Context: an optimization exercise on an open-source flow, tuned for small area and a short achievable clock period. The choices shown serve that exercise and are no tape-out recipe.
Function not checked in this run: the RTL went through the layout flow alone.
Power is estimated from default activity; no workload was simulated.

==> flow/config.mk <==
export PLATFORM = sky130hd
export DESIGN_NAME = PE
export DESIGN_NICKNAME = PE
export VERILOG_FILES = /design/flow/design.v
export SDC_FILE = /design/flow/constraint.sdc
export NUM_CORES = 4
export LEC_CHECK = 0
export CAP_MARGIN = 20
export CORE_MARGIN = 2
export CORE_UTILIZATION = 65
export GPL_TIMING_DRIVEN = 0
export SETUP_SLACK_MARGIN = 0.7
export SLEW_MARGIN = 20
export SYNTH_HIERARCHICAL = 1
==> flow/constraint.sdc <==
create_clock -name core_clock -period 5.5 [get_ports {CLK}]
set_input_delay 1.1000 -clock core_clock [delete_from_list [all_inputs] [get_ports {CLK}]]
set_output_delay 1.1000 -clock core_clock [all_outputs]
set_load 0.01 [all_outputs]
==> flow/design.v <==
module PE(
    input wire CLK,
    input wire RESET,
    input wire EN,
    input wire SELECTOR,
    input wire W_EN,
    input wire signed [7:0] active_left,
    output reg signed [7:0] active_right,
    input wire signed [15:0] in_sum,
    output reg signed [15:0] out_sum,
    input wire signed [7:0] in_weight_above,
    output wire signed [7:0] out_weight_below
    );
    reg signed [7:0] weight_1;
    reg signed [7:0] weight_2;
    wire en_n, en_n_lo, en_n_hi;
    pe_inv u_enn (.a(EN), .y(en_n));
    pe_inv u_ennl (.a(EN), .y(en_n_lo));
    pe_inv u_ennh (.a(EN), .y(en_n_hi));
    wire sel_n, sel_n_w;
    pe_inv u_seln (.a(SELECTOR), .y(sel_n));
    pe_inv u_selnw (.a(SELECTOR), .y(sel_n_w));
    wire ld1 = EN & W_EN & SELECTOR;
    wire ld2 = EN & W_EN & ~SELECTOR;
    wire ld1_n = ~ld1;
    wire ld2_n = ~ld2;
    wire [7:0] w_use, ar_d, w1_d, w2_d, wb;
    wire [15:0] s_in;
    genvar gi;
    generate for (gi = 0; gi < 8; gi = gi + 1) begin : byte_sel
        pe_ao22 u_wu (.a1(SELECTOR), .a2(weight_2[gi]), .b1(sel_n_w), .b2(weight_1[gi]), .x(w_use[gi]));
        pe_ao22 u_ar (.a1(EN), .a2(active_left[gi]), .b1(en_n), .b2(active_right[gi]), .x(ar_d[gi]));
        pe_ao22 u_w1 (.a1(ld1), .a2(in_weight_above[gi]), .b1(ld1_n), .b2(weight_1[gi]), .x(w1_d[gi]));
        pe_ao22 u_w2 (.a1(ld2), .a2(in_weight_above[gi]), .b1(ld2_n), .b2(weight_2[gi]), .x(w2_d[gi]));
        pe_ao22 u_wb (.a1(SELECTOR), .a2(weight_1[gi]), .b1(sel_n), .b2(weight_2[gi]), .x(wb[gi]));
    end endgenerate
    generate for (gi = 0; gi < 16; gi = gi + 1) begin : sum_sel
        pe_ao22 u_si (.a1(EN), .a2(in_sum[gi]), .b1(gi < 8 ? en_n_lo : en_n_hi), .b2(out_sum[gi]), .x(s_in[gi]));
    end endgenerate
    wire b_one0, b_two0, b_neg0;
    pe_and2 u_x1 (.a(EN), .b(active_left[0]), .y(b_one0));
    pe_and3b u_x2 (.an(active_left[0]), .b(active_left[1]), .c(EN), .y(b_two0));
    pe_and2 u_x3 (.a(EN), .b(active_left[1]), .y(b_neg0));
    wire bs_0_0, bx_0_0;
    pe_and2 u_x4 (.a(b_one0), .b(w_use[0]), .y(bs_0_0));
    pe_xor2 u_x5 (.a(bs_0_0), .b(b_neg0), .y(bx_0_0));
    wire bs_0_1, bx_0_1;
    pe_ao22 u_x6 (.a1(b_one0), .a2(w_use[1]), .b1(b_two0), .b2(w_use[0]), .x(bs_0_1));
    pe_xor2 u_x7 (.a(bs_0_1), .b(b_neg0), .y(bx_0_1));
    wire bs_0_2, bx_0_2;
    pe_ao22 u_x8 (.a1(b_one0), .a2(w_use[2]), .b1(b_two0), .b2(w_use[1]), .x(bs_0_2));
    pe_xor2 u_x9 (.a(bs_0_2), .b(b_neg0), .y(bx_0_2));
    wire bs_0_3, bx_0_3;
    pe_ao22 u_x10 (.a1(b_one0), .a2(w_use[3]), .b1(b_two0), .b2(w_use[2]), .x(bs_0_3));
    pe_xor2 u_x11 (.a(bs_0_3), .b(b_neg0), .y(bx_0_3));
    wire bs_0_4, bx_0_4;
    pe_ao22 u_x12 (.a1(b_one0), .a2(w_use[4]), .b1(b_two0), .b2(w_use[3]), .x(bs_0_4));
    pe_xor2 u_x13 (.a(bs_0_4), .b(b_neg0), .y(bx_0_4));
    wire bs_0_5, bx_0_5;
    pe_ao22 u_x14 (.a1(b_one0), .a2(w_use[5]), .b1(b_two0), .b2(w_use[4]), .x(bs_0_5));
    pe_xor2 u_x15 (.a(bs_0_5), .b(b_neg0), .y(bx_0_5));
    wire bs_0_6, bx_0_6;
    pe_ao22 u_x16 (.a1(b_one0), .a2(w_use[6]), .b1(b_two0), .b2(w_use[5]), .x(bs_0_6));
    pe_xor2 u_x17 (.a(bs_0_6), .b(b_neg0), .y(bx_0_6));
    wire bs_0_7, bx_0_7;
    pe_ao22 u_x18 (.a1(b_one0), .a2(w_use[7]), .b1(b_two0), .b2(w_use[6]), .x(bs_0_7));
    pe_xor2 u_x19 (.a(bs_0_7), .b(b_neg0), .y(bx_0_7));
    wire bs_0_8, bx_0_8;
    pe_ao22 u_x20 (.a1(b_one0), .a2(w_use[7]), .b1(b_two0), .b2(w_use[7]), .x(bs_0_8));
    pe_xnor2 u_x21 (.a(bs_0_8), .b(b_neg0), .y(bx_0_8));
    wire b_one1, b_two1, b_neg1;
    wire b_x10_1, b_x21_1;
    pe_xor2 u_x22 (.a(active_left[2]), .b(active_left[1]), .y(b_x10_1));
    pe_xor2 u_x23 (.a(active_left[3]), .b(active_left[2]), .y(b_x21_1));
    pe_and2 u_x24 (.a(EN), .b(b_x10_1), .y(b_one1));
    pe_and3b u_x25 (.an(b_x10_1), .b(b_x21_1), .c(EN), .y(b_two1));
    pe_and2 u_x26 (.a(EN), .b(active_left[3]), .y(b_neg1));
    wire bs_1_0, bx_1_0;
    pe_and2 u_x27 (.a(b_one1), .b(w_use[0]), .y(bs_1_0));
    pe_xor2 u_x28 (.a(bs_1_0), .b(b_neg1), .y(bx_1_0));
    wire bs_1_1, bx_1_1;
    pe_ao22 u_x29 (.a1(b_one1), .a2(w_use[1]), .b1(b_two1), .b2(w_use[0]), .x(bs_1_1));
    pe_xor2 u_x30 (.a(bs_1_1), .b(b_neg1), .y(bx_1_1));
    wire bs_1_2, bx_1_2;
    pe_ao22 u_x31 (.a1(b_one1), .a2(w_use[2]), .b1(b_two1), .b2(w_use[1]), .x(bs_1_2));
    pe_xor2 u_x32 (.a(bs_1_2), .b(b_neg1), .y(bx_1_2));
    wire bs_1_3, bx_1_3;
    pe_ao22 u_x33 (.a1(b_one1), .a2(w_use[3]), .b1(b_two1), .b2(w_use[2]), .x(bs_1_3));
    pe_xor2 u_x34 (.a(bs_1_3), .b(b_neg1), .y(bx_1_3));
    wire bs_1_4, bx_1_4;
    pe_ao22 u_x35 (.a1(b_one1), .a2(w_use[4]), .b1(b_two1), .b2(w_use[3]), .x(bs_1_4));
    pe_xor2 u_x36 (.a(bs_1_4), .b(b_neg1), .y(bx_1_4));
    wire bs_1_5, bx_1_5;
    pe_ao22 u_x37 (.a1(b_one1), .a2(w_use[5]), .b1(b_two1), .b2(w_use[4]), .x(bs_1_5));
    pe_xor2 u_x38 (.a(bs_1_5), .b(b_neg1), .y(bx_1_5));
    wire bs_1_6, bx_1_6;
    pe_ao22 u_x39 (.a1(b_one1), .a2(w_use[6]), .b1(b_two1), .b2(w_use[5]), .x(bs_1_6));
    pe_xor2 u_x40 (.a(bs_1_6), .b(b_neg1), .y(bx_1_6));
    wire bs_1_7, bx_1_7;
    pe_ao22 u_x41 (.a1(b_one1), .a2(w_use[7]), .b1(b_two1), .b2(w_use[6]), .x(bs_1_7));
    pe_xor2 u_x42 (.a(bs_1_7), .b(b_neg1), .y(bx_1_7));
    wire bs_1_8, bx_1_8;
    pe_ao22 u_x43 (.a1(b_one1), .a2(w_use[7]), .b1(b_two1), .b2(w_use[7]), .x(bs_1_8));
    pe_xnor2 u_x44 (.a(bs_1_8), .b(b_neg1), .y(bx_1_8));
    wire b_one2, b_two2, b_neg2;
    wire b_x10_2, b_x21_2;
    pe_xor2 u_x45 (.a(active_left[4]), .b(active_left[3]), .y(b_x10_2));
    pe_xor2 u_x46 (.a(active_left[5]), .b(active_left[4]), .y(b_x21_2));
    pe_and2 u_x47 (.a(EN), .b(b_x10_2), .y(b_one2));
    pe_and3b u_x48 (.an(b_x10_2), .b(b_x21_2), .c(EN), .y(b_two2));
    pe_and2 u_x49 (.a(EN), .b(active_left[5]), .y(b_neg2));
    wire bs_2_0, bx_2_0;
    pe_and2 u_x50 (.a(b_one2), .b(w_use[0]), .y(bs_2_0));
    pe_xor2 u_x51 (.a(bs_2_0), .b(b_neg2), .y(bx_2_0));
    wire bs_2_1, bx_2_1;
    pe_ao22 u_x52 (.a1(b_one2), .a2(w_use[1]), .b1(b_two2), .b2(w_use[0]), .x(bs_2_1));
    pe_xor2 u_x53 (.a(bs_2_1), .b(b_neg2), .y(bx_2_1));
    wire bs_2_2, bx_2_2;
    pe_ao22 u_x54 (.a1(b_one2), .a2(w_use[2]), .b1(b_two2), .b2(w_use[1]), .x(bs_2_2));
    pe_xor2 u_x55 (.a(bs_2_2), .b(b_neg2), .y(bx_2_2));
    wire bs_2_3, bx_2_3;
    pe_ao22 u_x56 (.a1(b_one2), .a2(w_use[3]), .b1(b_two2), .b2(w_use[2]), .x(bs_2_3));
    pe_xor2 u_x57 (.a(bs_2_3), .b(b_neg2), .y(bx_2_3));
    wire bs_2_4, bx_2_4;
    pe_ao22 u_x58 (.a1(b_one2), .a2(w_use[4]), .b1(b_two2), .b2(w_use[3]), .x(bs_2_4));
    pe_xor2 u_x59 (.a(bs_2_4), .b(b_neg2), .y(bx_2_4));
    wire bs_2_5, bx_2_5;
    pe_ao22 u_x60 (.a1(b_one2), .a2(w_use[5]), .b1(b_two2), .b2(w_use[4]), .x(bs_2_5));
    pe_xor2 u_x61 (.a(bs_2_5), .b(b_neg2), .y(bx_2_5));
    wire bs_2_6, bx_2_6;
    pe_ao22 u_x62 (.a1(b_one2), .a2(w_use[6]), .b1(b_two2), .b2(w_use[5]), .x(bs_2_6));
    pe_xor2 u_x63 (.a(bs_2_6), .b(b_neg2), .y(bx_2_6));
    wire bs_2_7, bx_2_7;
    pe_ao22 u_x64 (.a1(b_one2), .a2(w_use[7]), .b1(b_two2), .b2(w_use[6]), .x(bs_2_7));
    pe_xor2 u_x65 (.a(bs_2_7), .b(b_neg2), .y(bx_2_7));
    wire bs_2_8, bx_2_8;
    pe_ao22 u_x66 (.a1(b_one2), .a2(w_use[7]), .b1(b_two2), .b2(w_use[7]), .x(bs_2_8));
    pe_xnor2 u_x67 (.a(bs_2_8), .b(b_neg2), .y(bx_2_8));
    wire b_one3, b_two3, b_neg3;
    wire b_x10_3, b_x21_3;
    pe_xor2 u_x68 (.a(active_left[6]), .b(active_left[5]), .y(b_x10_3));
    pe_xor2 u_x69 (.a(active_left[7]), .b(active_left[6]), .y(b_x21_3));
    pe_and2 u_x70 (.a(EN), .b(b_x10_3), .y(b_one3));
    pe_and3b u_x71 (.an(b_x10_3), .b(b_x21_3), .c(EN), .y(b_two3));
    pe_and2 u_x72 (.a(EN), .b(active_left[7]), .y(b_neg3));
    wire bs_3_0, bx_3_0;
    pe_and2 u_x73 (.a(b_one3), .b(w_use[0]), .y(bs_3_0));
    pe_xor2 u_x74 (.a(bs_3_0), .b(b_neg3), .y(bx_3_0));
    wire bs_3_1, bx_3_1;
    pe_ao22 u_x75 (.a1(b_one3), .a2(w_use[1]), .b1(b_two3), .b2(w_use[0]), .x(bs_3_1));
    pe_xor2 u_x76 (.a(bs_3_1), .b(b_neg3), .y(bx_3_1));
    wire bs_3_2, bx_3_2;
    pe_ao22 u_x77 (.a1(b_one3), .a2(w_use[2]), .b1(b_two3), .b2(w_use[1]), .x(bs_3_2));
    pe_xor2 u_x78 (.a(bs_3_2), .b(b_neg3), .y(bx_3_2));
    wire bs_3_3, bx_3_3;
    pe_ao22 u_x79 (.a1(b_one3), .a2(w_use[3]), .b1(b_two3), .b2(w_use[2]), .x(bs_3_3));
    pe_xor2 u_x80 (.a(bs_3_3), .b(b_neg3), .y(bx_3_3));
    wire bs_3_4, bx_3_4;
    pe_ao22 u_x81 (.a1(b_one3), .a2(w_use[4]), .b1(b_two3), .b2(w_use[3]), .x(bs_3_4));
    pe_xor2 u_x82 (.a(bs_3_4), .b(b_neg3), .y(bx_3_4));
    wire bs_3_5, bx_3_5;
    pe_ao22 u_x83 (.a1(b_one3), .a2(w_use[5]), .b1(b_two3), .b2(w_use[4]), .x(bs_3_5));
    pe_xor2 u_x84 (.a(bs_3_5), .b(b_neg3), .y(bx_3_5));
    wire bs_3_6, bx_3_6;
    pe_ao22 u_x85 (.a1(b_one3), .a2(w_use[6]), .b1(b_two3), .b2(w_use[5]), .x(bs_3_6));
    pe_xor2 u_x86 (.a(bs_3_6), .b(b_neg3), .y(bx_3_6));
    wire bs_3_7, bx_3_7;
    pe_ao22 u_x87 (.a1(b_one3), .a2(w_use[7]), .b1(b_two3), .b2(w_use[6]), .x(bs_3_7));
    pe_xor2 u_x88 (.a(bs_3_7), .b(b_neg3), .y(bx_3_7));
    wire bs_3_8, bx_3_8;
    pe_ao22 u_x89 (.a1(b_one3), .a2(w_use[7]), .b1(b_two3), .b2(w_use[7]), .x(bs_3_8));
    pe_xnor2 u_x90 (.a(bs_3_8), .b(b_neg3), .y(bx_3_8));
    wire s91;
    wire c92;
    pe_ha u_x93 (.a(s_in[4]), .b(b_neg2), .s(s91), .co(c92));
    wire s94;
    wire c95;
    pe_ha u_x96 (.a(s_in[5]), .b(bx_0_5), .s(s94), .co(c95));
    wire s97;
    wire c98;
    pe_fa u_x99 (.a(s_in[6]), .b(b_neg3), .ci(bx_0_6), .s(s97), .co(c98));
    wire s100;
    wire c101;
    pe_ha u_x102 (.a(bx_1_4), .b(bx_2_2), .s(s100), .co(c101));
    wire s103;
    wire c104;
    pe_fa u_x105 (.a(s_in[7]), .b(bx_0_7), .ci(bx_1_5), .s(s103), .co(c104));
    wire s106;
    wire c107;
    pe_ha u_x108 (.a(bx_2_3), .b(bx_3_1), .s(s106), .co(c107));
    wire s109;
    wire c110;
    pe_xnor2 u_x111 (.a(s_in[8]), .b(bx_0_8), .y(s109));
    pe_or2 u_x112 (.a(s_in[8]), .b(bx_0_8), .y(c110));
    wire s113;
    wire c114;
    pe_fa u_x115 (.a(bx_1_6), .b(bx_2_4), .ci(bx_3_2), .s(s113), .co(c114));
    wire s116;
    wire c117;
    pe_xnor2 u_x118 (.a(s_in[9]), .b(bx_1_7), .y(s116));
    pe_or2 u_x119 (.a(s_in[9]), .b(bx_1_7), .y(c117));
    wire s120;
    wire c121;
    pe_ha u_x122 (.a(bx_2_5), .b(bx_3_3), .s(s120), .co(c121));
    wire s123;
    wire c124;
    pe_fa u_x125 (.a(s_in[10]), .b(bx_1_8), .ci(bx_2_6), .s(s123), .co(c124));
    wire s126;
    wire c127;
    pe_xnor2 u_x128 (.a(s_in[11]), .b(bx_2_7), .y(s126));
    pe_or2 u_x129 (.a(s_in[11]), .b(bx_2_7), .y(c127));
    wire s130;
    wire c131;
    pe_ha u_x132 (.a(s_in[2]), .b(b_neg1), .s(s130), .co(c131));
    wire s133;
    wire c134;
    pe_ha u_x135 (.a(s_in[3]), .b(bx_0_3), .s(s133), .co(c134));
    wire s136;
    wire c137;
    pe_fa u_x138 (.a(bx_0_4), .b(bx_1_2), .ci(bx_2_0), .s(s136), .co(c137));
    wire s139;
    wire c140;
    pe_fa u_x141 (.a(bx_1_3), .b(bx_2_1), .ci(c92), .s(s139), .co(c140));
    wire s142;
    wire c143;
    pe_fa u_x144 (.a(bx_3_0), .b(c95), .ci(s100), .s(s142), .co(c143));
    wire s145;
    wire c146;
    pe_fa u_x147 (.a(c101), .b(s106), .ci(c98), .s(s145), .co(c146));
    wire s148;
    wire c149;
    pe_fa u_x150 (.a(s109), .b(c107), .ci(c104), .s(s148), .co(c149));
    wire s151;
    wire c152;
    pe_fa u_x153 (.a(c110), .b(s116), .ci(s120), .s(s151), .co(c152));
    wire s154;
    wire c155;
    pe_fa u_x156 (.a(bx_3_4), .b(c117), .ci(c121), .s(s154), .co(c155));
    wire s157;
    wire c158;
    pe_ha u_x159 (.a(bx_3_5), .b(s126), .s(s157), .co(c158));
    wire s160;
    wire c161;
    pe_fa u_x162 (.a(s_in[12]), .b(bx_2_8), .ci(bx_3_6), .s(s160), .co(c161));
    wire s163;
    wire c164;
    pe_xnor2 u_x165 (.a(s_in[13]), .b(bx_3_7), .y(s163));
    pe_or2 u_x166 (.a(s_in[13]), .b(bx_3_7), .y(c164));
    wire s167;
    wire c168;
    pe_ha u_x169 (.a(s_in[0]), .b(b_neg0), .s(s167), .co(c168));
    wire s170;
    wire c171;
    pe_ha u_x172 (.a(s_in[1]), .b(bx_0_1), .s(s170), .co(c171));
    wire s173;
    wire c174;
    pe_fa u_x175 (.a(bx_0_2), .b(bx_1_0), .ci(s130), .s(s173), .co(c174));
    wire s176;
    wire c177;
    pe_fa u_x178 (.a(bx_1_1), .b(c131), .ci(s133), .s(s176), .co(c177));
    wire s179;
    wire c180;
    pe_fa u_x181 (.a(s91), .b(c134), .ci(s136), .s(s179), .co(c180));
    wire s182;
    wire c183;
    pe_fa u_x184 (.a(s94), .b(c137), .ci(s139), .s(s182), .co(c183));
    wire s185;
    wire c186;
    pe_fa u_x187 (.a(c140), .b(s97), .ci(s142), .s(s185), .co(c186));
    wire s188;
    wire c189;
    pe_fa u_x190 (.a(s103), .b(c143), .ci(s145), .s(s188), .co(c189));
    wire s191;
    wire c192;
    pe_fa u_x193 (.a(s113), .b(c146), .ci(s148), .s(s191), .co(c192));
    wire s194;
    wire c195;
    pe_fa u_x196 (.a(c114), .b(c149), .ci(s151), .s(s194), .co(c195));
    wire s197;
    wire c198;
    pe_fa u_x199 (.a(s123), .b(c152), .ci(s154), .s(s197), .co(c198));
    wire s200;
    wire c201;
    pe_fa u_x202 (.a(c124), .b(s157), .ci(c155), .s(s200), .co(c201));
    wire s203;
    wire c204;
    pe_fa u_x205 (.a(c127), .b(c158), .ci(s160), .s(s203), .co(c204));
    wire s206;
    wire c207;
    pe_ha u_x208 (.a(s163), .b(c161), .s(s206), .co(c207));
    wire s209;
    wire c210;
    pe_fa u_x211 (.a(s_in[14]), .b(bx_3_8), .ci(c164), .s(s209), .co(c210));
    wire [15:0] rx = {s_in[15], c207, s206, s203, c198, c195, c192, c189, c186, c183, c180, c177, c174, c171, c168, bx_0_0};
    wire [15:0] ry = {c210, s209, c204, c201, s200, s197, s194, s191, s188, s185, s182, s179, s176, s173, s170, s167};
    wire [15:0] sum;
    wire t212, rc213;
    pe_ha u_x214 (.a(rx[0]), .b(ry[0]), .s(t212), .co(rc213));
    assign sum[0] = t212;
    wire t215, rc216;
    pe_fa u_x217 (.a(rx[1]), .b(ry[1]), .ci(rc213), .s(t215), .co(rc216));
    assign sum[1] = t215;
    wire g2, p2;
    pe_ha u_x218 (.a(rx[2]), .b(ry[2]), .s(p2), .co(g2));
    wire g3, p3;
    pe_ha u_x219 (.a(rx[3]), .b(ry[3]), .s(p3), .co(g3));
    wire g4, p4;
    pe_ha u_x220 (.a(rx[4]), .b(ry[4]), .s(p4), .co(g4));
    wire g5, p5;
    pe_ha u_x221 (.a(rx[5]), .b(ry[5]), .s(p5), .co(g5));
    wire g6, p6;
    pe_ha u_x222 (.a(rx[6]), .b(ry[6]), .s(p6), .co(g6));
    wire g7, p7;
    pe_ha u_x223 (.a(rx[7]), .b(ry[7]), .s(p7), .co(g7));
    wire g8, p8;
    pe_ha u_x224 (.a(rx[8]), .b(ry[8]), .s(p8), .co(g8));
    wire g9, p9;
    pe_ha u_x225 (.a(rx[9]), .b(ry[9]), .s(p9), .co(g9));
    wire g10, p10;
    pe_ha u_x226 (.a(rx[10]), .b(ry[10]), .s(p10), .co(g10));
    wire g11, p11;
    pe_ha u_x227 (.a(rx[11]), .b(ry[11]), .s(p11), .co(g11));
    wire g12, p12;
    pe_ha u_x228 (.a(rx[12]), .b(ry[12]), .s(p12), .co(g12));
    wire g13, p13;
    pe_ha u_x229 (.a(rx[13]), .b(ry[13]), .s(p13), .co(g13));
    wire g14, p14;
    pe_ha u_x230 (.a(rx[14]), .b(ry[14]), .s(p14), .co(g14));
    wire g15, p15;
    pe_ha u_x231 (.a(rx[15]), .b(ry[15]), .s(p15), .co(g15));
    wire G232 = g2 | (p2 & rc216);
    wire G233 = g4 | (p4 & g3);
    wire P234 = p4 & p3;
    wire G235 = g6 | (p6 & g5);
    wire P236 = p6 & p5;
    wire G237 = g8 | (p8 & g7);
    wire P238 = p8 & p7;
    wire G239 = g10 | (p10 & g9);
    wire P240 = p10 & p9;
    wire G241 = g12 | (p12 & g11);
    wire P242 = p12 & p11;
    wire G243 = g14 | (p14 & g13);
    wire P244 = p14 & p13;
    wire G245 = G233 | (P234 & G232);
    wire G246 = G237 | (P238 & G235);
    wire P247 = P238 & P236;
    wire G248 = G241 | (P242 & G239);
    wire P249 = P242 & P240;
    wire G250 = G246 | (P247 & G245);
    wire G251 = G248 | (P249 & G250);
    wire G252 = G235 | (P236 & G245);
    wire G253 = G239 | (P240 & G250);
    wire G254 = G243 | (P244 & G251);
    wire G255 = g3 | (p3 & G232);
    wire G256 = g5 | (p5 & G245);
    wire G257 = g7 | (p7 & G252);
    wire G258 = g9 | (p9 & G250);
    wire G259 = g11 | (p11 & G253);
    wire G260 = g13 | (p13 & G251);
    wire G261 = g15 | (p15 & G254);
    pe_xor2 u_x262 (.a(p2), .b(rc216), .y(sum[2]));
    pe_xor2 u_x263 (.a(p3), .b(G232), .y(sum[3]));
    pe_xor2 u_x264 (.a(p4), .b(G255), .y(sum[4]));
    pe_xor2 u_x265 (.a(p5), .b(G245), .y(sum[5]));
    pe_xor2 u_x266 (.a(p6), .b(G256), .y(sum[6]));
    pe_xor2 u_x267 (.a(p7), .b(G252), .y(sum[7]));
    pe_xor2 u_x268 (.a(p8), .b(G257), .y(sum[8]));
    pe_xor2 u_x269 (.a(p9), .b(G250), .y(sum[9]));
    pe_xor2 u_x270 (.a(p10), .b(G258), .y(sum[10]));
    pe_xor2 u_x271 (.a(p11), .b(G253), .y(sum[11]));
    pe_xor2 u_x272 (.a(p12), .b(G259), .y(sum[12]));
    pe_xor2 u_x273 (.a(p13), .b(G251), .y(sum[13]));
    pe_xor2 u_x274 (.a(p14), .b(G260), .y(sum[14]));
    pe_xnor2 u_x275 (.a(p15), .b(G254), .y(sum[15]));
    always @(negedge RESET or posedge CLK) begin
        if (~RESET) begin
            out_sum <= 0;
            active_right <= 0;
            weight_1 <= 0;
            weight_2 <= 0;
        end else begin
            out_sum <= sum;
            active_right <= ar_d;
            weight_1 <= w1_d;
            weight_2 <= w2_d;
        end
    end
    assign out_weight_below = wb;
endmodule
module pe_fa(input wire a, input wire b, input wire ci, output wire s, output wire co);
    assign {co, s} = a + b + ci;
endmodule
module pe_ha(input wire a, input wire b, output wire s, output wire co);
    assign {co, s} = a + b;
endmodule
module pe_ao22(input wire a1, input wire a2, input wire b1, input wire b2, output wire x);
    assign x = (a1 & a2) | (b1 & b2);
endmodule
module pe_mux2i(input wire s, input wire a1, input wire a0, output wire y);
    assign y = ~(s ? a1 : a0);
endmodule
module pe_inv(input wire a, output wire y);
    assign y = ~a;
endmodule
module pe_ao21(input wire a, input wire b, input wire c, output wire y);
    assign y = a | (b & c);
endmodule
module pe_and2(input wire a, input wire b, output wire y);
    assign y = a & b;
endmodule
module pe_and3b(input wire an, input wire b, input wire c, output wire y);
    assign y = ~an & b & c;
endmodule
module pe_nand2(input wire a, input wire b, output wire y);
    assign y = ~(a & b);
endmodule
module pe_nor2(input wire a, input wire b, output wire y);
    assign y = ~(a | b);
endmodule
module pe_or2(input wire a, input wire b, output wire y);
    assign y = a | b;
endmodule
module pe_xor2(input wire a, input wire b, output wire y);
    assign y = a ^ b;
endmodule
module pe_xnor2(input wire a, input wire b, output wire y);
    assign y = ~(a ^ b);
endmodule
module pe_xor3(input wire a, input wire b, input wire c, output wire y);
    assign y = a ^ b ^ c;
endmodule
==> flow/flow/run.sh <==
#!/bin/bash
# Standard layout with two changes: the port buffers are the smallest buffer
# cell, and clock tree synthesis inserts no dummy loads.
set -euo pipefail
export BUFFER_PORTS_ARGS="-buffer_cell sky130_fd_sc_hd__buf_1"
export CTS_ARGS="-sink_clustering_enable -repair_clock_nets -dont_use_dummy_load"
bash standard.sh finish > flow_standard.log 2>&1
==> flow/standard.sh <==
#!/bin/bash
# synth_recipe.tcl (not shown) runs the flow's synth.tcl, then flattens the netlist and writes it again
# the make line also repeats each setting of config.mk as NAME=value (left out here)
make -C /OpenROAD-flow-scripts/flow DESIGN_CONFIG=/design/flow/config.mk WORK_HOME=/design/flow/orfs CLKGATE_MAP_FILE= SYNTH_SCRIPT=/design/flow/synth_recipe.tcl "${@:-finish}"
==> flow_metrics.env <==
export IMPL_dpl_hpwl_um=6104
export IMPL_synth_top_family_by_area="compound AO/OA/AOI/OAI gates"
export IMPL_synth_xor_area_share_pct=14.86
export IMPL_finClkSkew_ns=0.02812
export IMPL_ys_seq_area_share_pct=28.31
export IMPL_synthAdderAreaFrac_pct=23.35
export IMPL_avgSynthCellArea_um2=11.52
export IMPL_worst_path_max_fanout=20
export IMPL_fill_cells=330
export IMPL_num_io_pins=69
export IMPL_dr_pass1_iters=4
export IMPL_core_rowCount=26
export IMPL_p_int_mw=1.193
export IMPL_syn_to_final_growth_pct=18.51
export IMPL_drc=0
export IMPL_cts_buffers=5
export IMPL_grt_pass1_vias=2762
export IMPL_synth_compound_area_share_pct=26.33
export IMPL_clockRootBuffer="clkbuf_8"
export IMPL_endpoint_kind="flip-flop"
export IMPL_wl_per_cell_um=18.45
export IMPL_synth_main_ff_cell="dfrtp_1"
export IMPL_post_route_period_util_pct=84.88
export IMPL_final_antenna_net_count=0
export IMPL_drt_iter0_drc=105
export IMPL_cts_clk_slew_worst_paths_ns=0.07
export IMPL_syn_num_nets=395
export IMPL_synth_edf_count=0
export IMPL_grt_max_degree=42
export IMPL_cts_htree_levels=2
export IMPL_drv_cap=0
export IMPL_cellPowerDensity_mw_per_mm2=522.4
export IMPL_power_leakage_nw=2.026
export IMPL_maxSlewHeadroom_pct=64.09
export IMPL_comb_power_share_pct=71.0
export IMPL_p_switching_mw=0.9966
export IMPL_swShare_pct=45.53
export IMPL_worst_slew_pin_transition_ns=0.5386
export IMPL_diodes=0
export IMPL_via_per_inst=6.166
export IMPL_initial_utilization_pct=68.36
export IMPL_synthArstFlopShare_pct=100.0
export IMPL_use_met1_pct=37.43
export IMPL_total_power_mw=2.189
export IMPL_place_gp_congestion=0.8439
export IMPL_crit_type="in -> reg"
export IMPL_routed_wirelength_um=8356
export IMPL_cts_tree="built"
export IMPL_antenna_found_initial=0
export IMPL_clock_path_buffers=2
export IMPL_slew_viol_final=0
export IMPL_crit_path_start_kind="primary input"
export IMPL_cts_sinks=40
export IMPL_place_area_mm2=0.003901
export IMPL_grt_pass1_wl_um=13160
export IMPL_required_ns=5.67
export IMPL_ys_warn_count=7
export IMPL_rsz0062_at_grt="no"
export IMPL_min_path_type="reg -> reg"
export IMPL_stdcell_area_mm2=0.004190
export IMPL_clock_latency_ns=0.31
export IMPL_core_area_mm2=0.005172
export IMPL_met2_usage_pct=47.67
export IMPL_status="finished clean"
export IMPL_synth_simple_gate_area_share_pct=5.874
export IMPL_p_seq_share_pct=20.8
export IMPL_grt_busiest_layer="met2"
export IMPL_yosysUniqueCellTypes=26
export IMPL_die_h_um=77.76
export IMPL_power_frac_clock_pct=8.2
export IMPL_worst_ep_arrival_time_ns=4.84
export IMPL_fmax_mhz=214.2
export IMPL_syn_area_mm2=0.003536
export IMPL_layout_drive_gt1_share_pct=11.23
export IMPL_grt_ovfl_total=0
export IMPL_grt_use_met3_pct=3.953
export IMPL_dieArea_mm2=0.006046
export IMPL_hold_viol=0
export IMPL_r2r_start="weight_2[5]"
export IMPL_muxShareOfSynthArea_pct=0
export IMPL_dieWidth_um=77.76
export IMPL_setup_viol=0
export IMPL_final_nets=473
export IMPL_max_vdd_ir_drop_v=0.0003577
export IMPL_port_buffers=68
export IMPL_ys_ff_latch=40
export IMPL_fin_crit_ns=4.668
export IMPL_cp_startpoint="SELECTOR"
export IMPL_hp_start="active_right[7]"
export IMPL_synthCells=307
export IMPL_grtUsageTotal_pct=27.82
export IMPL_vias=2793
==> modules after synthesis, one instance, submodules excluded <==
module | copies in the design | flops+latches | area [um2] | cells inside
pe_ao22 | 88 | 0 | 8.758 | 1
pe_inv | 5 | 0 | 3.754 | 1
PE | 1 | 40 | 1260 | 83
pe_or2 | 4 | 0 | 6.256 | 1
pe_xor2 | 51 | 0 | 8.758 | 1
pe_fa | 25 | 0 | 20.02 | 1
pe_and3b | 4 | 0 | 8.758 | 1
pe_ha | 26 | 0 | 12.51 | 1
pe_xnor2 | 9 | 0 | 8.758 | 1
pe_and2 | 12 | 0 | 6.256 | 1
==> layout by cell type (no fill, tap or decap), types with 2 or more instances in the layout <==
cell and count:
a21o_1 6, a21oi_1 4, a21oi_2 2, a22o_1 80, a22o_4 7, and2_1 8
and2_2 4, and3b_1 3, buf_1 65, buf_12 2, buf_4 2, clkbuf_8 5
dfrtp_1 40, fa_1 22, fa_2 3, ha_1 22, ha_4 4, inv_1 11
nand2_1 5, nand3_1 3, nor2_1 2, o21bai_1 3, or2_1 4, xnor2_1 8
xor2_1 51
==> power groups by stage <==
stage,Combinational [mW],Sequential (mW),Clock [mW]
final,1.55,0.455,0.179
after global routing,1.71,0.465,0.189
after CTS,1.32,0.451,0.179
after floorplan,0.946,0.481,0
after global placement,1.21,0.448,0
after detailed placement,1.27,0.456,0
==> cell type report <==
type | count | area (um2) | share of cell area [%]
repair buffers | 71 | 315.3 | 7.525
flip-flops and latches | 40 | 1001 | 23.89
well taps | 70 | 87.58 | 2.090
inverters | 12 | 48.80 | 1.165
multi-input cells | 255 | 2669 | 63.69
clock buffers | 5 | 68.82 | 1.642
==> cell usage after synthesis, drive strengths merged (2+ instances only) <==
cell	n	area, um2
a21o	6	45.04
a21oi	6	30.03
a22o	88	770.7
and2	12	75.07
and3b	4	35.03
and4	2	18.77
dfrtp	40	1001
fa	25	500.5
ha	26	325.3
inv	12	45.04
nand2	5	18.77
nand3	3	15.01
nor2	2	7.510
o21ai	2	10.01
o21bai	3	22.52
or2	5	31.28
xnor2	9	78.83
xor2	51	446.7
==> metrics by stage <==
stage / hold WS (ns) / utilization (%) / setup slack, ns / TNS (ns) / std cells
final: 0.5014 / 81.01 / 0.8316 / 0 / 453
after global routing: 0.5269 / 81.01 / 0.6751 / 0 / 453
after CTS: 0.5044 / 77.65 / 0.7635 / 0 / 452
after detailed placement: 0.4827 / 75.42 / -0.3411 / -1.697 / 446
after global placement: 0.4789 / 74.99 / -0.4110 / -2.194 / 445
after floorplan: 0.4870 / - / 0.9725 / 0 / 307
==> state kept, by name, indices dropped and copies added (netlist names) <==
signal	cells
active_right	8
out_sum	16
weight_1	8
weight_2	8
==> kinds of logic after synthesis <==
family,count (synthesis)
flops,40
compound gates,110
fa+ha+maj,51
buf+inv,12
xor+xnor,60
simple gates,34
==> critical path: stages <==
cell	delay, ns
buf_12	0.14
clkinvlp_4	0.24
a22o_4	0.33
a22o_1	0.23
xor2_1	0.16
ha_1	0.34
fa_1	0.40
fa_1	0.57
ha_4	0.23
a21o_1	0.21
a21o_1	0.22
a221oi_4	0.36
a21oi_1	0.14
xor2_1	0.17
==> final timing paths <==
check | end | slack [ns] | cells past startpoint
min in group asynchronous | out_sum[3] | 0.67 | 1
max | out_sum[14] | 0.83 | 14
max reg2reg | out_sum[14] | 1.61 | 12
min reg2reg | active_right[7] | 0.50 | 1
max in group asynchronous | weight_2[6] | 4.39 | 2
min | active_right[7] | 0.50 | 1
==> layer usage <==
| metal | up-vias | share of wire [%] |
|---|---|---|
| met5 | - | 0 |
| met2 | 92 | 48 |
| met4 | 0 | 1.7 |
| met1 | 1374 | 45 |
| met3 | 14 | 5.1 |
| li1 | 1313 | - |
==> repair_timing <==
action | CTS | global route
pin swaps | 1 | 9
hold buffers | 0 | 0
gates resized for setup | 13 | 33
endpoints found under the setup margin | 8 | 7
buffers inserted | 1 | 1

==> re-timing with driven ports <==
In the flow no input, the clock included, has a driving cell. The finished layout below was timed again as built, in two steps. Step 1 assumes that a clkbuf_16 drives the clock port and a buf_2 every other input. Step 2 moves the port delays by t, midway between the first and last clock arrival at a register: inputs arrive t later, outputs are due t later. That takes back most of the time a late clock gives input paths. Three values: no drivers, after step 1, after step 2; two values: the first two.
shift t [ns]: 0.322
setup slack, ns: 0.832 / 0.800 / 0.478
worst setup path at the end: input to register
pins driven straight from the clock port: 1
After both steps setup and hold are still met in this run. For this run, drivers alone change the setup slack by -0.032 ns; drivers and shift together by -0.354 ns.
